This design comes from an exercise in tuning for small area on the open sky130 flow, not from production work.
Only simulation tests tie the RTL to the original design; equivalence was not proved.
Power and IR drop assume default switching activity.

`design.v`:
```
module ROM_16x32(input wire [4:0] g, input wire [4:0] row, input wire [3:0] col, output wire bit_o);
  wire new_n16, new_n17, new_n18, new_n19, new_n20, new_n21, new_n22,
    new_n23, new_n24, new_n25, new_n26, new_n27, new_n28, new_n29, new_n30,
    new_n31, new_n32, new_n33, new_n34, new_n35, new_n36, new_n37, new_n38,
    new_n39, new_n40, new_n41, new_n42, new_n43, new_n44, new_n45, new_n46,
    new_n47, new_n48, new_n49, new_n50, new_n51, new_n52, new_n53, new_n54,
    new_n55, new_n56, new_n57, new_n58, new_n59, new_n60, new_n61, new_n62,
    new_n63, new_n64, new_n65, new_n66, new_n67, new_n68, new_n69, new_n70,
    new_n71, new_n72, new_n73, new_n74, new_n75, new_n76, new_n77, new_n78,
    new_n79, new_n80, new_n81, new_n82, new_n83, new_n84, new_n85, new_n86,
    new_n87, new_n88, new_n89, new_n90, new_n91, new_n92, new_n93, new_n94,
    new_n95, new_n96, new_n97, new_n98, new_n99, new_n100, new_n101,
    new_n102, new_n103, new_n104, new_n105, new_n106, new_n107, new_n108,
    new_n109, new_n110, new_n111, new_n112, new_n113, new_n114, new_n115,
    new_n116, new_n117, new_n118, new_n119, new_n120, new_n121, new_n122,
    new_n123, new_n124, new_n125, new_n126, new_n127, new_n128, new_n129,
    new_n130, new_n131, new_n132, new_n133, new_n134, new_n135, new_n136,
    new_n137, new_n138, new_n139, new_n140, new_n141, new_n142, new_n143,
    new_n144, new_n145, new_n146, new_n147, new_n148, new_n149, new_n150,
    new_n151, new_n152, new_n153, new_n154, new_n155, new_n156, new_n157,
    new_n158, new_n159, new_n160, new_n161, new_n162, new_n163, new_n164,
    new_n165, new_n166, new_n167, new_n168, new_n169, new_n170, new_n171,
    new_n172, new_n173, new_n174, new_n175, new_n176, new_n177, new_n178,
    new_n179, new_n180, new_n181, new_n182, new_n183, new_n184, new_n185,
    new_n186, new_n187, new_n188, new_n189, new_n190, new_n191, new_n192,
    new_n193, new_n194, new_n195, new_n196, new_n197, new_n198, new_n199,
    new_n200, new_n201, new_n202, new_n203, new_n204, new_n205, new_n206,
    new_n207, new_n208, new_n209, new_n210, new_n211, new_n212, new_n213,
    new_n214, new_n215, new_n216, new_n217, new_n218, new_n219, new_n220,
    new_n221, new_n222, new_n223, new_n224, new_n225, new_n226, new_n227,
    new_n228, new_n229, new_n230, new_n231, new_n232, new_n233, new_n234,
    new_n235, new_n236, new_n237, new_n238, new_n239, new_n240, new_n241,
    new_n242, new_n243, new_n244, new_n245, new_n246, new_n247, new_n248,
    new_n249, new_n250, new_n251, new_n252, new_n253, new_n254, new_n255,
    new_n256, new_n257, new_n258, new_n259, new_n260, new_n261, new_n262,
    new_n263, new_n264, new_n265, new_n266, new_n267, new_n268, new_n269,
    new_n270, new_n271, new_n272, new_n273, new_n274, new_n275, new_n276,
    new_n277, new_n278, new_n279, new_n280, new_n281, new_n282, new_n283,
    new_n284, new_n285, new_n286, new_n287, new_n288, new_n289, new_n290,
    new_n291, new_n292, new_n293, new_n294, new_n295, new_n296, new_n297,
    new_n298, new_n299, new_n300, new_n301, new_n302, new_n303, new_n304,
    new_n305, new_n306, new_n307, new_n308, new_n309, new_n310, new_n311,
    new_n312, new_n313, new_n314, new_n315, new_n316, new_n317, new_n318,
    new_n319, new_n320, new_n321, new_n322, new_n323, new_n324, new_n325,
    new_n326, new_n327, new_n328, new_n329, new_n330, new_n331, new_n332,
    new_n333, new_n334, new_n335, new_n336, new_n337, new_n338, new_n339,
    new_n340, new_n341, new_n342, new_n343, new_n344, new_n345, new_n346,
    new_n347, new_n348, new_n349, new_n350, new_n351, new_n352, new_n353,
    new_n354, new_n355, new_n356, new_n357, new_n358, new_n359, new_n360,
    new_n361, new_n362, new_n363, new_n364, new_n365, new_n366, new_n367,
    new_n368, new_n369, new_n370, new_n371, new_n372, new_n373, new_n374,
    new_n375, new_n376, new_n377, new_n378, new_n379, new_n380, new_n381,
    new_n382, new_n383, new_n384, new_n385, new_n386, new_n387, new_n388,
    new_n389, new_n390, new_n391, new_n392, new_n393, new_n394, new_n395,
    new_n396, new_n397, new_n398, new_n399, new_n400, new_n401, new_n402,
    new_n403, new_n404, new_n405, new_n406, new_n407, new_n408, new_n409,
    new_n410, new_n411, new_n412, new_n413, new_n414, new_n415, new_n416,
    new_n417, new_n418, new_n419, new_n420, new_n421, new_n422, new_n423,
    new_n424, new_n425, new_n426, new_n427, new_n428, new_n429, new_n430,
    new_n431, new_n432, new_n433, new_n434, new_n435, new_n436, new_n437,
    new_n438, new_n439, new_n440, new_n441, new_n442, new_n443, new_n444,
    new_n445, new_n446, new_n447, new_n448, new_n449, new_n450, new_n451,
    new_n452, new_n453, new_n454, new_n455, new_n456, new_n457, new_n458,
    new_n459, new_n460, new_n461, new_n462, new_n463, new_n464;
  assign new_n16 = ~row[4] & row[3];
  assign new_n17 = ~row[2] & col[0];
  assign new_n18 = row[3] & ~row[0];
  assign new_n19 = new_n17 & new_n18;
  assign new_n20 = ~new_n16 & ~new_n19;
  assign new_n21 = col[1] & ~new_n20;
  assign new_n22 = ~col[2] & ~col[1];
  assign new_n23 = col[2] & col[1];
  assign new_n24 = ~new_n22 & ~new_n23;
  assign new_n25 = row[4] & ~row[3];
  assign new_n26 = row[1] & row[0];
  assign new_n27 = ~row[2] & ~new_n26;
  assign new_n28 = new_n25 & ~new_n27;
  assign new_n29 = row[2] & row[1];
  assign new_n30 = row[2] & row[0];
  assign new_n31 = ~new_n29 & ~new_n30;
  assign new_n32 = new_n16 & new_n31;
  assign new_n33 = ~new_n28 & ~new_n32;
  assign new_n34 = col[1] & col[0];
  assign new_n35 = col[3] & col[0];
  assign new_n36 = ~col[3] & col[1];
  assign new_n37 = ~new_n35 & ~new_n36;
  assign new_n38 = ~new_n34 & ~new_n37;
  assign new_n39 = ~new_n33 & new_n38;
  assign new_n40 = ~new_n24 & ~new_n39;
  assign new_n41 = row[2] & ~new_n40;
  assign new_n42 = row[0] & col[0];
  assign new_n43 = ~row[1] & ~new_n42;
  assign new_n44 = ~col[3] & col[2];
  assign new_n45 = new_n43 & ~new_n44;
  assign new_n46 = new_n41 & ~new_n45;
  assign new_n47 = ~row[2] & ~row[1];
  assign new_n48 = ~new_n29 & ~new_n47;
  assign new_n49 = ~new_n42 & ~new_n48;
  assign new_n50 = col[2] & ~new_n49;
  assign new_n51 = ~col[3] & new_n50;
  assign new_n52 = ~row[2] & new_n51;
  assign new_n53 = ~new_n46 & ~new_n52;
  assign new_n54 = new_n21 & ~new_n53;
  assign new_n55 = ~row[0] & new_n47;
  assign new_n56 = row[4] & row[3];
  assign new_n57 = new_n27 & new_n56;
  assign new_n58 = ~new_n55 & new_n57;
  assign new_n59 = ~row[0] & ~col[0];
  assign new_n60 = col[3] & new_n59;
  assign new_n61 = ~col[1] & new_n60;
  assign new_n62 = new_n58 & new_n61;
  assign new_n63 = ~g[0] & ~new_n62;
  assign new_n64 = ~new_n54 & new_n63;
  assign new_n65 = ~row[4] & ~row[3];
  assign new_n66 = ~new_n26 & new_n65;
  assign new_n67 = ~new_n31 & new_n66;
  assign new_n68 = col[3] & ~col[2];
  assign new_n69 = ~new_n44 & ~new_n68;
  assign new_n70 = g[1] & new_n69;
  assign new_n71 = ~g[2] & new_n44;
  assign new_n72 = ~col[1] & ~new_n71;
  assign new_n73 = ~new_n70 & new_n72;
  assign new_n74 = ~new_n67 & ~new_n73;
  assign new_n75 = g[1] & new_n25;
  assign new_n76 = ~col[0] & new_n47;
  assign new_n77 = new_n75 & new_n76;
  assign new_n78 = new_n16 & new_n29;
  assign new_n79 = ~new_n44 & ~new_n78;
  assign new_n80 = ~new_n77 & new_n79;
  assign new_n81 = row[1] & ~new_n17;
  assign new_n82 = ~new_n27 & ~new_n81;
  assign new_n83 = ~g[1] & new_n16;
  assign new_n84 = new_n82 & new_n83;
  assign new_n85 = g[2] & ~new_n84;
  assign new_n86 = ~new_n80 & ~new_n85;
  assign new_n87 = ~new_n74 & new_n86;
  assign new_n88 = new_n64 & new_n87;
  assign new_n89 = ~g[2] & ~g[1];
  assign new_n90 = ~g[3] & g[0];
  assign new_n91 = new_n89 & ~new_n90;
  assign new_n92 = new_n24 & new_n91;
  assign new_n93 = row[2] & ~col[2];
  assign new_n94 = ~row[2] & col[2];
  assign new_n95 = ~new_n93 & ~new_n94;
  assign new_n96 = ~col[1] & ~new_n43;
  assign new_n97 = ~row[0] & col[0];
  assign new_n98 = col[1] & ~new_n26;
  assign new_n99 = ~new_n97 & new_n98;
  assign new_n100 = ~new_n96 & ~new_n99;
  assign new_n101 = ~new_n95 & ~new_n100;
  assign new_n102 = row[2] & ~row[1];
  assign new_n103 = ~col[1] & ~new_n59;
  assign new_n104 = new_n102 & ~new_n103;
  assign new_n105 = ~col[2] & ~new_n26;
  assign new_n106 = new_n17 & ~new_n105;
  assign new_n107 = ~new_n104 & ~new_n106;
  assign new_n108 = new_n24 & ~new_n107;
  assign new_n109 = ~new_n101 & ~new_n108;
  assign new_n110 = g[4] & g[3];
  assign new_n111 = g[1] & g[0];
  assign new_n112 = new_n110 & new_n111;
  assign new_n113 = ~g[2] & new_n112;
  assign new_n114 = ~new_n109 & new_n113;
  assign new_n115 = ~new_n92 & ~new_n114;
  assign new_n116 = col[3] & new_n16;
  assign new_n117 = ~new_n115 & new_n116;
  assign new_n118 = ~new_n88 & new_n117;
  assign new_n119 = col[0] & new_n22;
  assign new_n120 = ~col[1] & col[0];
  assign new_n121 = new_n24 & ~new_n120;
  assign new_n122 = ~new_n119 & ~new_n121;
  assign new_n123 = ~g[3] & g[2];
  assign new_n124 = new_n111 & new_n123;
  assign new_n125 = ~new_n69 & new_n124;
  assign new_n126 = new_n122 & new_n125;
  assign new_n127 = row[4] & new_n126;
  assign new_n128 = ~new_n24 & ~new_n69;
  assign new_n129 = g[2] & g[1];
  assign new_n130 = ~g[3] & ~new_n129;
  assign new_n131 = g[1] & ~g[0];
  assign new_n132 = ~new_n23 & new_n131;
  assign new_n133 = new_n130 & new_n132;
  assign new_n134 = ~new_n128 & new_n133;
  assign new_n135 = ~row[4] & ~row[1];
  assign new_n136 = new_n59 & new_n135;
  assign new_n137 = new_n44 & ~new_n136;
  assign new_n138 = new_n22 & new_n136;
  assign new_n139 = ~new_n137 & ~new_n138;
  assign new_n140 = new_n134 & new_n139;
  assign new_n141 = ~new_n127 & ~new_n140;
  assign new_n142 = new_n27 & ~new_n141;
  assign new_n143 = new_n42 & new_n71;
  assign new_n144 = g[2] & new_n110;
  assign new_n145 = ~g[1] & g[0];
  assign new_n146 = new_n59 & new_n145;
  assign new_n147 = new_n144 & new_n146;
  assign new_n148 = ~new_n143 & ~new_n147;
  assign new_n149 = ~g[1] & row[2];
  assign new_n150 = g[3] & ~g[2];
  assign new_n151 = new_n149 & ~new_n150;
  assign new_n152 = g[4] & g[0];
  assign new_n153 = new_n29 & new_n152;
  assign new_n154 = ~new_n151 & ~new_n153;
  assign new_n155 = ~new_n148 & ~new_n154;
  assign new_n156 = ~col[3] & ~col[2];
  assign new_n157 = new_n131 & new_n156;
  assign new_n158 = new_n123 & new_n157;
  assign new_n159 = ~new_n155 & ~new_n158;
  assign new_n160 = new_n21 & ~new_n159;
  assign new_n161 = ~new_n25 & ~new_n160;
  assign new_n162 = ~new_n142 & new_n161;
  assign new_n163 = ~new_n118 & new_n162;
  assign new_n164 = row[0] & new_n29;
  assign new_n165 = ~g[3] & g[1];
  assign new_n166 = new_n164 & new_n165;
  assign new_n167 = ~col[3] & ~new_n166;
  assign new_n168 = ~col[2] & ~new_n167;
  assign new_n169 = ~col[3] & ~new_n55;
  assign new_n170 = col[0] & new_n165;
  assign new_n171 = ~row[0] & ~col[1];
  assign new_n172 = g[4] & ~col[0];
  assign new_n173 = new_n171 & new_n172;
  assign new_n174 = ~new_n170 & ~new_n173;
  assign new_n175 = g[0] & new_n47;
  assign new_n176 = ~new_n174 & new_n175;
  assign new_n177 = ~new_n169 & ~new_n176;
  assign new_n178 = new_n109 & ~new_n177;
  assign new_n179 = ~g[3] & ~col[3];
  assign new_n180 = g[0] & ~new_n55;
  assign new_n181 = new_n179 & ~new_n180;
  assign new_n182 = ~new_n112 & ~new_n181;
  assign new_n183 = ~new_n178 & ~new_n182;
  assign new_n184 = ~new_n168 & ~new_n183;
  assign new_n185 = col[1] & ~new_n95;
  assign new_n186 = col[2] & ~col[1];
  assign new_n187 = new_n102 & new_n186;
  assign new_n188 = ~new_n185 & ~new_n187;
  assign new_n189 = ~col[3] & ~new_n188;
  assign new_n190 = new_n177 & ~new_n189;
  assign new_n191 = ~new_n184 & ~new_n190;
  assign new_n192 = col[3] & ~new_n186;
  assign new_n193 = ~g[1] & ~g[0];
  assign new_n194 = new_n47 & new_n193;
  assign new_n195 = ~new_n192 & new_n194;
  assign new_n196 = ~new_n122 & ~new_n171;
  assign new_n197 = new_n195 & new_n196;
  assign new_n198 = ~new_n191 & ~new_n197;
  assign new_n199 = ~g[2] & ~new_n198;
  assign new_n200 = new_n126 & ~new_n191;
  assign new_n201 = ~g[3] & new_n195;
  assign new_n202 = ~row[3] & ~new_n158;
  assign new_n203 = ~new_n201 & new_n202;
  assign new_n204 = ~new_n200 & new_n203;
  assign new_n205 = ~new_n199 & new_n204;
  assign new_n206 = ~new_n163 & ~new_n205;
  assign new_n207 = ~g[3] & new_n88;
  assign new_n208 = ~col[2] & ~new_n34;
  assign new_n209 = col[3] & ~new_n208;
  assign new_n210 = ~new_n34 & new_n156;
  assign new_n211 = ~new_n209 & ~new_n210;
  assign new_n212 = g[2] & ~new_n23;
  assign new_n213 = ~new_n211 & ~new_n212;
  assign new_n214 = ~g[3] & ~new_n122;
  assign new_n215 = new_n25 & new_n55;
  assign new_n216 = ~new_n214 & new_n215;
  assign new_n217 = new_n29 & new_n83;
  assign new_n218 = row[0] & new_n217;
  assign new_n219 = ~new_n216 & ~new_n218;
  assign new_n220 = g[2] & new_n122;
  assign new_n221 = ~new_n179 & ~new_n220;
  assign new_n222 = ~new_n219 & new_n221;
  assign new_n223 = new_n30 & new_n65;
  assign new_n224 = new_n70 & new_n223;
  assign new_n225 = ~new_n67 & ~new_n224;
  assign new_n226 = ~new_n222 & new_n225;
  assign new_n227 = ~new_n213 & ~new_n226;
  assign new_n228 = col[3] & new_n24;
  assign new_n229 = new_n25 & new_n228;
  assign new_n230 = row[4] & new_n55;
  assign new_n231 = ~new_n122 & new_n230;
  assign new_n232 = ~new_n229 & ~new_n231;
  assign new_n233 = g[1] & col[0];
  assign new_n234 = row[0] & ~new_n233;
  assign new_n235 = ~row[3] & new_n47;
  assign new_n236 = ~new_n234 & new_n235;
  assign new_n237 = ~new_n232 & ~new_n236;
  assign new_n238 = ~new_n16 & ~new_n164;
  assign new_n239 = row[3] & row[1];
  assign new_n240 = row[2] & new_n239;
  assign new_n241 = new_n156 & ~new_n240;
  assign new_n242 = ~new_n238 & new_n241;
  assign new_n243 = ~new_n229 & ~new_n242;
  assign new_n244 = ~col[2] & new_n55;
  assign new_n245 = ~new_n243 & new_n244;
  assign new_n246 = ~row[4] & new_n29;
  assign new_n247 = ~row[3] & new_n246;
  assign new_n248 = new_n196 & new_n247;
  assign new_n249 = ~g[0] & new_n25;
  assign new_n250 = row[2] & ~col[1];
  assign new_n251 = new_n16 & ~new_n250;
  assign new_n252 = ~new_n249 & ~new_n251;
  assign new_n253 = ~new_n47 & new_n156;
  assign new_n254 = ~new_n252 & new_n253;
  assign new_n255 = ~new_n90 & ~new_n254;
  assign new_n256 = ~g[1] & ~new_n255;
  assign new_n257 = ~new_n248 & ~new_n256;
  assign new_n258 = ~new_n245 & new_n257;
  assign new_n259 = ~new_n237 & new_n258;
  assign new_n260 = ~g[2] & ~new_n259;
  assign new_n261 = ~new_n227 & ~new_n260;
  assign new_n262 = ~col[3] & new_n82;
  assign new_n263 = row[3] & ~new_n262;
  assign new_n264 = ~new_n65 & ~new_n263;
  assign new_n265 = ~new_n40 & new_n264;
  assign new_n266 = ~new_n51 & ~new_n265;
  assign new_n267 = new_n16 & ~new_n30;
  assign new_n268 = ~new_n266 & new_n267;
  assign new_n269 = col[0] & new_n26;
  assign new_n270 = ~new_n96 & ~new_n269;
  assign new_n271 = row[2] & ~new_n270;
  assign new_n272 = new_n65 & ~new_n271;
  assign new_n273 = ~new_n27 & new_n56;
  assign new_n274 = new_n128 & ~new_n273;
  assign new_n275 = ~new_n272 & new_n274;
  assign new_n276 = new_n24 & new_n58;
  assign new_n277 = new_n89 & ~new_n276;
  assign new_n278 = ~new_n275 & new_n277;
  assign new_n279 = ~new_n268 & new_n278;
  assign new_n280 = new_n164 & ~new_n232;
  assign new_n281 = ~g[0] & ~new_n280;
  assign new_n282 = ~g[3] & ~new_n281;
  assign new_n283 = ~new_n279 & new_n282;
  assign new_n284 = ~new_n91 & ~new_n283;
  assign new_n285 = ~new_n261 & ~new_n284;
  assign new_n286 = new_n29 & new_n75;
  assign new_n287 = new_n16 & new_n149;
  assign new_n288 = ~new_n286 & ~new_n287;
  assign new_n289 = ~g[2] & col[0];
  assign new_n290 = new_n239 & new_n289;
  assign new_n291 = ~new_n144 & ~new_n290;
  assign new_n292 = ~new_n288 & ~new_n291;
  assign new_n293 = ~g[2] & ~new_n67;
  assign new_n294 = ~new_n84 & new_n293;
  assign new_n295 = ~col[1] & ~new_n42;
  assign new_n296 = new_n29 & ~new_n295;
  assign new_n297 = ~g[1] & new_n65;
  assign new_n298 = ~new_n296 & new_n297;
  assign new_n299 = new_n130 & ~new_n273;
  assign new_n300 = ~new_n298 & new_n299;
  assign new_n301 = ~new_n294 & new_n300;
  assign new_n302 = ~new_n292 & ~new_n301;
  assign new_n303 = new_n168 & ~new_n302;
  assign new_n304 = ~new_n35 & ~new_n109;
  assign new_n305 = ~col[1] & new_n164;
  assign new_n306 = ~col[1] & ~col[0];
  assign new_n307 = new_n29 & new_n306;
  assign new_n308 = col[2] & ~new_n307;
  assign new_n309 = ~new_n305 & new_n308;
  assign new_n310 = ~new_n304 & ~new_n309;
  assign new_n311 = row[4] & ~new_n42;
  assign new_n312 = ~new_n310 & ~new_n311;
  assign new_n313 = ~new_n189 & ~new_n246;
  assign new_n314 = ~g[2] & new_n165;
  assign new_n315 = ~row[3] & new_n314;
  assign new_n316 = ~new_n313 & new_n315;
  assign new_n317 = ~new_n312 & new_n316;
  assign new_n318 = ~new_n303 & ~new_n317;
  assign new_n319 = ~g[0] & ~new_n318;
  assign new_n320 = ~new_n25 & ~new_n271;
  assign new_n321 = ~new_n128 & ~new_n320;
  assign new_n322 = ~new_n228 & new_n320;
  assign new_n323 = ~new_n124 & ~new_n314;
  assign new_n324 = ~new_n16 & ~new_n215;
  assign new_n325 = ~new_n323 & ~new_n324;
  assign new_n326 = ~new_n322 & new_n325;
  assign new_n327 = ~new_n321 & new_n326;
  assign new_n328 = g[3] & ~new_n89;
  assign new_n329 = ~row[0] & ~new_n211;
  assign new_n330 = ~new_n131 & ~new_n145;
  assign new_n331 = g[2] & new_n330;
  assign new_n332 = ~new_n36 & new_n69;
  assign new_n333 = ~new_n331 & ~new_n332;
  assign new_n334 = new_n58 & new_n333;
  assign new_n335 = ~new_n329 & new_n334;
  assign new_n336 = new_n24 & new_n59;
  assign new_n337 = g[2] & ~col[3];
  assign new_n338 = ~g[3] & ~new_n337;
  assign new_n339 = new_n336 & ~new_n338;
  assign new_n340 = new_n217 & new_n339;
  assign new_n341 = ~new_n335 & ~new_n340;
  assign new_n342 = ~new_n328 & ~new_n341;
  assign new_n343 = new_n91 & new_n156;
  assign new_n344 = ~new_n29 & ~new_n145;
  assign new_n345 = ~new_n31 & new_n123;
  assign new_n346 = ~new_n344 & new_n345;
  assign new_n347 = new_n211 & new_n346;
  assign new_n348 = ~new_n343 & ~new_n347;
  assign new_n349 = ~row[1] & new_n16;
  assign new_n350 = ~new_n348 & new_n349;
  assign new_n351 = ~new_n342 & ~new_n350;
  assign new_n352 = ~new_n327 & new_n351;
  assign new_n353 = ~new_n319 & new_n352;
  assign new_n354 = ~new_n285 & new_n353;
  assign new_n355 = ~new_n207 & new_n354;
  assign new_n356 = ~new_n206 & new_n355;
  assign new_n357 = g[0] & new_n243;
  assign new_n358 = ~g[1] & ~new_n357;
  assign new_n359 = ~new_n64 & new_n358;
  assign new_n360 = new_n55 & new_n359;
  assign new_n361 = ~new_n18 & ~new_n26;
  assign new_n362 = new_n120 & ~new_n239;
  assign new_n363 = ~new_n361 & new_n362;
  assign new_n364 = ~new_n33 & ~new_n363;
  assign new_n365 = new_n44 & ~new_n306;
  assign new_n366 = ~new_n128 & ~new_n365;
  assign new_n367 = new_n131 & ~new_n366;
  assign new_n368 = new_n364 & new_n367;
  assign new_n369 = ~g[1] & ~new_n42;
  assign new_n370 = col[0] & new_n156;
  assign new_n371 = new_n369 & new_n370;
  assign new_n372 = g[3] & ~new_n371;
  assign new_n373 = new_n78 & ~new_n372;
  assign new_n374 = ~new_n368 & ~new_n373;
  assign new_n375 = ~new_n360 & new_n374;
  assign new_n376 = ~g[0] & new_n171;
  assign new_n377 = new_n330 & ~new_n376;
  assign new_n378 = ~new_n366 & new_n377;
  assign new_n379 = ~g[3] & ~new_n378;
  assign new_n380 = ~g[2] & ~new_n379;
  assign new_n381 = ~new_n375 & new_n380;
  assign new_n382 = ~g[0] & row[1];
  assign new_n383 = col[2] & ~new_n196;
  assign new_n384 = ~col[3] & ~new_n59;
  assign new_n385 = g[1] & ~new_n384;
  assign new_n386 = ~new_n383 & new_n385;
  assign new_n387 = ~new_n119 & ~new_n128;
  assign new_n388 = ~new_n386 & new_n387;
  assign new_n389 = ~row[2] & ~new_n388;
  assign new_n390 = ~g[1] & ~new_n22;
  assign new_n391 = ~col[3] & new_n390;
  assign new_n392 = ~new_n60 & new_n208;
  assign new_n393 = col[1] & new_n392;
  assign new_n394 = ~new_n391 & ~new_n393;
  assign new_n395 = ~new_n389 & new_n394;
  assign new_n396 = new_n382 & ~new_n395;
  assign new_n397 = new_n149 & ~new_n364;
  assign new_n398 = ~new_n41 & ~new_n397;
  assign new_n399 = new_n29 & new_n392;
  assign new_n400 = new_n193 & ~new_n399;
  assign new_n401 = ~g[0] & ~new_n369;
  assign new_n402 = ~new_n68 & new_n306;
  assign new_n403 = new_n145 & ~new_n402;
  assign new_n404 = new_n31 & ~new_n55;
  assign new_n405 = ~g[0] & ~col[3];
  assign new_n406 = ~new_n22 & new_n405;
  assign new_n407 = ~new_n404 & new_n406;
  assign new_n408 = ~new_n403 & ~new_n407;
  assign new_n409 = ~g[1] & new_n34;
  assign new_n410 = new_n365 & ~new_n382;
  assign new_n411 = ~new_n409 & new_n410;
  assign new_n412 = col[1] & new_n68;
  assign new_n413 = ~new_n411 & ~new_n412;
  assign new_n414 = ~new_n408 & new_n413;
  assign new_n415 = ~new_n401 & ~new_n414;
  assign new_n416 = ~new_n400 & ~new_n415;
  assign new_n417 = ~new_n398 & new_n416;
  assign new_n418 = ~new_n396 & ~new_n417;
  assign new_n419 = new_n16 & ~new_n418;
  assign new_n420 = ~col[3] & ~new_n29;
  assign new_n421 = new_n56 & new_n420;
  assign new_n422 = ~new_n265 & ~new_n421;
  assign new_n423 = new_n131 & ~new_n422;
  assign new_n424 = g[0] & new_n16;
  assign new_n425 = ~new_n27 & new_n424;
  assign new_n426 = new_n390 & new_n425;
  assign new_n427 = ~new_n423 & ~new_n426;
  assign new_n428 = ~new_n24 & ~new_n30;
  assign new_n429 = ~new_n29 & ~new_n428;
  assign new_n430 = ~new_n336 & ~new_n429;
  assign new_n431 = ~new_n427 & ~new_n430;
  assign new_n432 = ~new_n309 & new_n400;
  assign new_n433 = ~new_n371 & ~new_n414;
  assign new_n434 = ~new_n432 & new_n433;
  assign new_n435 = new_n25 & ~new_n434;
  assign new_n436 = ~new_n431 & ~new_n435;
  assign new_n437 = ~new_n419 & new_n436;
  assign new_n438 = new_n144 & ~new_n437;
  assign new_n439 = col[3] & new_n383;
  assign new_n440 = new_n223 & ~new_n366;
  assign new_n441 = ~new_n275 & new_n440;
  assign new_n442 = ~new_n78 & ~new_n441;
  assign new_n443 = ~new_n439 & ~new_n442;
  assign new_n444 = new_n232 & ~new_n443;
  assign new_n445 = g[0] & ~new_n18;
  assign new_n446 = ~new_n330 & ~new_n445;
  assign new_n447 = ~new_n444 & new_n446;
  assign new_n448 = row[3] & ~col[1];
  assign new_n449 = new_n348 & ~new_n448;
  assign new_n450 = ~col[2] & new_n49;
  assign new_n451 = ~row[4] & new_n405;
  assign new_n452 = ~new_n50 & new_n451;
  assign new_n453 = ~new_n450 & new_n452;
  assign new_n454 = ~new_n400 & new_n453;
  assign new_n455 = ~new_n449 & new_n454;
  assign new_n456 = ~new_n369 & new_n412;
  assign new_n457 = new_n223 & new_n330;
  assign new_n458 = new_n456 & new_n457;
  assign new_n459 = ~new_n455 & ~new_n458;
  assign new_n460 = ~new_n359 & new_n459;
  assign new_n461 = ~new_n447 & new_n460;
  assign new_n462 = new_n123 & ~new_n461;
  assign new_n463 = ~new_n438 & ~new_n462;
  assign new_n464 = ~new_n381 & new_n463;
  assign bit_o = ~new_n356 | ~new_n464;
endmodule
`timescale 1ns / 1ps
module Controlador_VGA(
input wire clock, reset,
input wire [7:0] out_seg_hora,out_min_hora,out_hora_hora,
input wire [7:0] out_dia_fecha,out_mes_fecha,out_jahr_fecha,
input wire [7:0] out_seg_timer,out_min_timer,out_hora_timer,
input wire [1:0] out_banderas_config,
input wire AM_PM,
input wire [1:0] config_mode, cursor_location,
output reg alarma_sonora,
output wire hsync, vsync,
output wire [11:0] RGB
);
function ge10(input [9:0] v, input [9:0] k);
	integer i; reg r;
	begin r = 1'b1; for (i = 0; i < 10; i = i + 1) r = k[i] ? (v[i] & r) : (v[i] | r); ge10 = r; end
endfunction
function le10(input [9:0] v, input [9:0] k);
	integer i; reg r;
	begin r = 1'b1; for (i = 0; i < 10; i = i + 1) r = k[i] ? (~v[i] | r) : (~v[i] & r); le10 = r; end
endfunction
reg [1:0] ph;
always @(posedge clock, posedge reset)
	if (reset) ph <= 2'd0; else ph <= ph + 2'd1;
wire tick_fall = ph[1] & ph[0];
reg [9:0] hx, vy;
wire h_end = hx[9] & hx[8] & (&hx[4:0]);    
wire v_end = vy[9] & vy[3] & vy[2];           
always @(posedge clock, posedge reset)
	if (reset) begin hx <= 10'd0; vy <= 10'd0; end
	else if (tick_fall) begin
		hx <= h_end ? 10'd0 : hx + 10'd1;
		if (h_end) vy <= v_end ? 10'd0 : vy + 10'd1;
	end
reg hs_reg, vs_reg;
always @(posedge clock, posedge reset)
	if (reset) begin hs_reg <= 1'b0; vs_reg <= 1'b0; end
	else if (ph != 2'd0) begin
		hs_reg <= (hx >= 10'd656) && (hx <= 10'd751);
		vs_reg <= (vy >= 10'd513) && (vy <= 10'd514);
	end
assign hsync = ~hs_reg;
assign vsync = ~vs_reg;
reg [19:0] al;
reg blink;
wire al_t = (al == 20'b01010100001000100011);
always @(posedge clock, posedge reset)
	if (reset) begin al <= 20'b10101000010001000111; blink <= 1'b0; end
	else begin
		al <= {al[18:0], ~(al[19] ^ al[16]) ^ al_t};
		blink <= blink ^ al_t;
	end
always @* alarma_sonora = out_banderas_config[0] & blink;
reg [9:0] cl;
reg blink_cursor;
wire hl_end = tick_fall & hx[8] & (&hx[3:0]) & ((hx[7] & ~hx[6] & ~hx[5] & ~hx[4]) | (hx[9] & hx[4]));  
wire cl_t = (cl == 10'b0010110000);
always @(posedge clock, posedge reset)
	if (reset) begin cl <= 10'b0101100000; blink_cursor <= 1'b0; end
	else if (hl_end) begin
		cl <= {cl[8:0], ~(cl[9] ^ cl[6]) ^ cl_t};
		blink_cursor <= blink_cursor ^ cl_t;
	end
wire [5:0] xc = hx[9:4];
wire [4:0] yc = vy[9:5];
wire hora_on  = (yc == 5'd3)  && (xc >= 6'd16) && (xc <= 6'd23);
wire fecha_on = (yc == 5'd7)  && (xc >= 6'd5)  && (xc <= 6'd12);
wire timer_on = (yc == 5'd11) && (xc >= 6'd5)  && (xc <= 6'd12);
wire ampm_on  = (yc == 5'd1)  && (xc >= 6'd26) && (xc <= 6'd27);
wire [7:0] d;   
assign d[0] = hx[6:4] == 3'd0; assign d[1] = hx[6:4] == 3'd1;
assign d[2] = hx[6:4] == 3'd2; assign d[3] = hx[6:4] == 3'd3;
assign d[4] = hx[6:4] == 3'd4; assign d[5] = hx[6:4] == 3'd5;
assign d[6] = hx[6:4] == 3'd6; assign d[7] = hx[6:4] == 3'd7;
wire rh = vy[6] & ~vy[7] & ~vy[8];    
wire rf = vy[6] & vy[7];              
wire rt = vy[6] & vy[8];              
wire ra = ~vy[6];                     
wire colon = (rh & (d[2] | d[5])) | (rt & (d[7] | d[2]));
wire slash = rf & (d[7] | d[2]);
wire [3:0] n =
	({4{rh & d[0]}} & out_hora_hora[7:4]) | ({4{rh & d[1]}} & out_hora_hora[3:0]) |
	({4{rh & d[3]}} & out_min_hora[7:4])  | ({4{rh & d[4]}} & out_min_hora[3:0]) |
	({4{rh & d[6]}} & out_seg_hora[7:4])  | ({4{rh & d[7]}} & out_seg_hora[3:0]) |
	({4{rf & d[5]}} & out_dia_fecha[7:4]) | ({4{rf & d[6]}} & out_dia_fecha[3:0]) |
	({4{rf & d[0]}} & out_mes_fecha[7:4]) | ({4{rf & d[1]}} & out_mes_fecha[3:0]) |
	({4{rf & d[3]}} & out_jahr_fecha[7:4]) | ({4{rf & d[4]}} & out_jahr_fecha[3:0]) |
	({4{rt & d[5]}} & out_hora_timer[7:4]) | ({4{rt & d[6]}} & out_hora_timer[3:0]) |
	({4{rt & d[0]}} & out_min_timer[7:4])  | ({4{rt & d[1]}} & out_min_timer[3:0]) |
	({4{rt & d[3]}} & out_seg_timer[7:4])  | ({4{rt & d[4]}} & out_seg_timer[3:0]) |
	({4{colon | slash}} & 4'ha) | {3'b000, slash} |
	({4{ra}} & {2'b11, ~hx[4] & AM_PM, hx[4]});
wire [4:0] g = {ra | slash, n};
wire fbit;
ROM_16x32 font (.g(g), .row(vy[4:0]), .col(hx[3:0]), .bit_o(fbit));
reg fb;
always @(posedge clock) fb <= fbit;
wire cl2 = cursor_location == 2'd2, cl1 = cursor_location == 2'd1, cl0 = cursor_location == 2'd0;
wire cur_h = (cl2 & (d[0] | d[1])) | (cl1 & (d[3] | d[4])) | (cl0 & (d[6] | d[7]));
wire cur_ft = (cl2 & (d[5] | d[6])) | (cl1 & (d[0] | d[1])) | (cl0 & (d[3] | d[4]));
wire cur_on = blink_cursor & ((hora_on & (config_mode == 2'd1) & cur_h) |
              (((fecha_on & (config_mode == 2'd2)) | (timer_on & (config_mode == 2'd3))) & cur_ft));
wire text_on = hora_on | fecha_on | timer_on;
wire white = text_on & (fb | cur_on);
wire amg = ampm_on & out_banderas_config[1] & fb;
wire [9:0] x = hx, y = vy;
wire xF = ge10(x, 10'd1) && le10(x, 10'd639);
wire xa = ge10(x, 10'd1) && le10(x, 10'd11);
wire xb = ge10(x, 10'd270) && le10(x, 10'd280);
wire xc3 = ge10(x, 10'd281) && le10(x, 10'd290);
wire xd = ge10(x, 10'd628) && le10(x, 10'd638);
wire xL = ge10(x, 10'd1) && le10(x, 10'd280);
wire xR = ge10(x, 10'd281) && le10(x, 10'd639);
wire red = ((ge10(y, 10'd1) && le10(y, 10'd11)) || (ge10(y, 10'd140) && le10(y, 10'd150))) && xF ||
           (ge10(y, 10'd12) && le10(y, 10'd139)) && (xa || xd);
wire blue = ((ge10(y, 10'd151) && le10(y, 10'd160)) || (ge10(y, 10'd270) && le10(y, 10'd280))) && xL ||
            (ge10(y, 10'd161) && le10(y, 10'd269)) && (xa || xb);
wire green = ((ge10(y, 10'd281) && le10(y, 10'd290)) || (ge10(y, 10'd468) && le10(y, 10'd478))) && xL ||
             (ge10(y, 10'd291) && le10(y, 10'd467)) && (xa || xb);
wire cyan = ((ge10(y, 10'd151) && le10(y, 10'd160)) || (ge10(y, 10'd468) && le10(y, 10'd478))) && xR ||
            (ge10(y, 10'd161) && le10(y, 10'd467)) && (xc3 || xd);
reg ca, cb, cc;
always @(posedge clock, posedge reset)
	if (reset) {ca, cb, cc} <= 3'd0;
	else if (ph[1]) begin
		ca <= white | amg | green | cyan;
		cb <= white | blue | cyan;
		cc <= white | amg | red;
	end
wire r11 = cc & (cb | ~ca);
wire r10 = (~cb & (ca ^ cc)) | (ca & cb & cc);
wire b1 = cb | (ca & cc);
assign RGB = {r11, r10, cc, r11, ca, ca, ca, ca, cb, cb, b1, cb};
endmodule
```
`flow/run.sh`:
```
#!/bin/bash
# Own layout flow: the standard ORFS flow (standard.sh) with these changes:
#  - every input and output port still gets its own buffer, but the smallest
#    one (buf_1) instead of the clkdlybuf4s50_1 that buffer_ports picks;
#  - clock tree built from clkbuf_4 cells in clusters of up to 20 registers,
#    without dummy load cells.
# Every ORFS script is used unchanged. Each tool's output goes to a log file
# in this folder.
set -euo pipefail
cp -r "$FLOW_HOME/scripts" scripts_area
cp flow/abc_area_map.script scripts_area/abc_speed.script
KNOBS=(SCRIPTS_DIR="$PWD/scripts_area" ADDER_MAP_FILE=
       "BUFFER_PORTS_ARGS=-buffer_cell sky130_fd_sc_hd__buf_1"
       CTS_BUF_LIST=sky130_fd_sc_hd__clkbuf_4
       "CTS_ARGS=-sink_clustering_enable -repair_clock_nets -buf_list sky130_fd_sc_hd__clkbuf_4 -sink_clustering_size 20 -sink_clustering_max_diameter 100 -dont_use_dummy_load")
bash standard.sh "${KNOBS[@]}" synth > synth.log 2>&1
bash standard.sh "${KNOBS[@]}" finish > layout.log 2>&1
test -s out/final.def
```
`flow/abc_area_map.script`:
```
strash
dc2
&get -n
&deepsyn -T 600
&dch
&nf -R 1000 -E 100 -F 10
&put
topo
stime -c
```
`standard.sh`:
```
#!/bin/bash
# synth_recipe.tcl (not shown) runs the flow's synth.tcl, then flattens the netlist and writes it again
# the make line also repeats each setting of config.mk as NAME=value (left out here)
make -C /OpenROAD-flow-scripts/flow DESIGN_CONFIG=/design/flow/config.mk WORK_HOME=/design/flow/orfs CLKGATE_MAP_FILE= SYNTH_SCRIPT=/design/flow/synth_recipe.tcl "${@:-finish}"
```
`config.mk`:
```
export PLATFORM = sky130hd
export DESIGN_NAME = Controlador_VGA
export DESIGN_NICKNAME = Controlador_VGA
export VERILOG_FILES = /design/flow/design.v
export SDC_FILE = /design/flow/constraint.sdc
export NUM_CORES = 4
export LEC_CHECK = 0
export CAP_MARGIN = 20
export CORE_MARGIN = 2
export CORE_UTILIZATION = 40
export SLEW_MARGIN = 20
```
`constraint.sdc`:
```
create_clock -name core_clock -period 10.0 [get_ports {clock}]
set_input_delay 2.0000 -clock core_clock [delete_from_list [all_inputs] [get_ports {clock}]]
set_output_delay 2.0000 -clock core_clock [all_outputs]
set_load 0.01 [all_outputs]
```
==> run notes <==
[power by group through the flow]
stage / registers, mW / clock network [mW] / logic [mW]
floorplan: 0.247 / 0 / 0.0100
global placement: 0.247 / 0 / 0.0249
detailed placement: 0.247 / 0 / 0.0254
CTS: 0.243 / 0.124 / 0.0254
global route: 0.243 / 0.133 / 0.0286
finish: 0.243 / 0.118 / 0.0254
[Yosys cell counts, types with 3 or more instances]
library cell / number
a311oi_1: 3
a222oi_1: 12
nor2b_1: 10
and2_0: 7
dfstp_2: 11
o21a_1: 7
a22oi_1: 9
a31oi_1: 19
nor4b_1: 4
o41ai_1: 6
nor3_1: 21
nand2_1: 71
o211ai_1: 9
a22o_1: 6
a32oi_1: 5
nor4_1: 5
a21boi_0: 4
a211oi_1: 9
nand3_1: 24
xor2_1: 6
o31ai_1: 3
or2_0: 3
buf_4: 12
o311ai_0: 5
clkinv_1: 22
dfrtp_1: 48
a221oi_1: 5
or3_1: 3
xnor2_1: 4
o2111ai_1: 3
o22ai_1: 9
o21ai_0: 44
o221ai_1: 4
nand3b_1: 3
mux2_1: 8
o32ai_1: 7
a21oi_1: 57
nand4_1: 6
nand2b_1: 10
nor2_1: 78
and3_1: 6
[cells by family after synthesis]
family	Yosys count	synth area share
AND/OR/NAND/NOR	258	0.2598
flip-flops	60	0.3232
XOR/XNOR	10	0.01875
multiplexers	9	0.02143
buffers and inverters	34	0.03696
AO/OA/AOI/OAI	236	0.3398
[worst max-delay path: stages]
cell and delay [ns]:
buf_1 0.07, a222oi_1 0.34, o21ai_0 0.12, a311oi_1 0.20, o21ai_0 0.25, nor2_1 0.79, clkinv_1 0.32, a21oi_1 0.34
o32ai_1 0.13, a32oi_1 0.22, a21oi_1 0.09, nor4b_1 0.30, o311ai_0 0.17
[metal layers]
| metal | part of all wire | vias to the layer above | wire length [µm] |
|---|---|---|---|
| met2 | 0.44 | 381 | 8211 |
| met3 | 0.099 | 46 | 1834 |
| li1 | - | 2560 | - |
| met1 | 0.43 | 2665 | 7970 |
| met4 | 0.029 | 0 | 534 |
| met5 | 0 | - | 0 |
[path summary, 6_finish.rpt]
check / from / to / cells after the start
worst max-delay path: out_hora_hora[0] / fb$_DFF_P_ / 13
worst min-delay path: al[1]$_DFF_PP1_ / al[2]$_DFF_PP1_ / 0
worst max register to register: hx[4]$_DFFE_PP0P_ / fb$_DFF_P_ / 19
worst min register to register: al[1]$_DFF_PP1_ / al[2]$_DFF_PP1_ / 0
max in group asynchronous: reset / hx[1]$_DFFE_PP0P_ / 3
min in group asynchronous: reset / blink_cursor$_DFFE_PP0P_ / 2
[area by class of cell]
class                           instances  area, µm²  area share
Sequential cell                        60       1510      0.2871
Timing Repair Buffer                  105      431.7     0.08206
Inverter                               22      82.58     0.01570
Tap cell                              143      178.9     0.03402
Clock buffer                            9      67.56     0.01284
Multi-Input combinational cell        513       2989      0.5683
[stage by stage]
stage / total power [mW] / setup WS, ns / hold WS, ns / std cells / cell area (µm²)
2_1_floorplan: 0.2573 / 5.332 / 0.3472 / 607 / 4672
3_3_place_gp: 0.2721 / 4.706 / 0.3591 / 843 / 5192
3_5_place_dp: 0.2727 / 4.527 / 0.3613 / 843 / 5192
4_1_cts: 0.3918 / 4.981 / 0.3731 / 852 / 5260
5_1_grt: 0.4041 / 4.604 / 0.3809 / 852 / 5260
6_report: 0.3866 / 4.925 / 0.3720 / 852 / 5260
==> results.cfg <==
[layout]
area_growth_pct = 12.59
antenna_cells = 0
layout-drive-gt1-share = 0.04372
largest_register = al
final_nets = 792
final_cell_mix = 95 x buf_1, 78 x nor2_1, 71 x nand2_1
largest_reg_flops = 20
layout_commonest_cell = buf_1
fin_util = 0.4607
final.fill_count = 1211

[synth]
yosys.area.top_type = dfrtp_1
synth_nets = 688
yosysUniqueCellTypes = 58
syn_area_per_cell_um2 = 7.697
synthArstFlopShare = 0.9833
syn_inst = 607
synth_ff_type = dfrtp_1
synth_edf_count = 0
synth_top_area_share = 0.2571
synth.area.top_cells = dfrtp_1 26%, nor2_1 6.3%, dfstp_2 6.2%
synth-seq-area-share = 0.3232
ys_warn_count = 1
synth.ff_latch_count = 60
netlist_area_um2 = 4672

[global_route]
grt_pass1_vias = 5423
antenna_found_initial = 0
grt_usage = 0.2970
met2_usage = 0.4364
grtUsageMet1 = 0.4307
grt_pass1_wl_um = 29590
grt_overflow = 0
grt_max_degree = 59
grtUsageMet3 = 0.05508
busiest_layer = met2

[detailed_routing]
wl_per_cell_um = 21.77
vias = 5652
drt_iter0_markers = 787
drc = 0
vias_per_cell = 6.634
drt_wl_total_um = 18550
ant_nets = 0
first_pass_iters = 8

[die]
die_h_um = 112.1
die_x_um = 112.1
ios = 96
num_rows = 39
core-area_um2 = 11420
die-area_um2 = 12560
start_util = 0.4092

[cts]
cts_tree = yes
cts_root_buf = clkbuf_4
clk_latency_ns = 0.41
numCtsBuffers = 9
numClockSinks = 60
htreeDepth = 3
post_cts_buffers = 0
clk_pin_slew_ns = 0.10
ctsHoldBuffers = 0
clockBufferDepth = 2
cts.repair.resized = 0

[timing]
worstMarginPinSlew_ns = 1.054
finClkSkew_ns = 0.03528
max_freq_mhz = 197.0
setup_viol = 0
slew_headroom = 0.2974
period_share = 0.5075
hold_viol = 0
period_minus_slack_ns = 5.075
rsz0062_at_grt = false
fin_tns_setup_ns = 0
drv_slew = 0

[pwr]
comb_power_share = 0.066
pwr-share-seq = 0.628
clkPwrFrac = 0.306
switchingPower_mw = 0.09078
pwr_density_cell_nw_per_um2 = 73.49
swShare = 0.2348
leakage_nw = 1.874
p_int_mw = 0.2958
irDropWorstVdd_mv = 0.07750

[placement]
gp_congestion = 0.9729
dp_hpwl_um = 13480
port_buffers = 95

[outcome]
outcome = no timing/DRC/antenna violations

[run]
drv_cap = 0

[setup_path]
worstSetupEndpointType = flip-flop
path_class = input port to flip-flop
cp-start-kind = input port
cp_max_fo = 15
arrival_ns = 5.35
required_ns = 10.28
r2r_slack_ns = 5.26

[worst_hold_path]
hold_path.class = flip-flop to flip-flop

## what the ideal ports hide
How much do the figures lean on ideal ports? The routed layout below was timed once more, with nothing changed but the port constraints. Step 1 sets driving cells, clkbuf_16 on the clock port and buf_2 on the other inputs (assumed; they add their load-dependent delay and slew). Step 2, shift: input delay + t, output delay - t, t = (earliest + latest rising clock arrival at the registers) / 2. This alone moves slack from input paths to output paths. Slacks: ideal / step 1 / step 2; pairs: ideal / step 1.
shift t [ns]: 0.427
setup slack, ns: 4.925 / 4.938 / 4.510
hold WS [ns]: 0.372 / 0.372 / 0.372
slew at the worst register clock pin (ns): 0.10 / 0.10
worst data-port slew with drivers (ns): 0.06
After both steps this run still meets setup and hold. For this run, drivers alone change the setup slack by +0.013 ns; drivers and shift together by -0.415 ns.
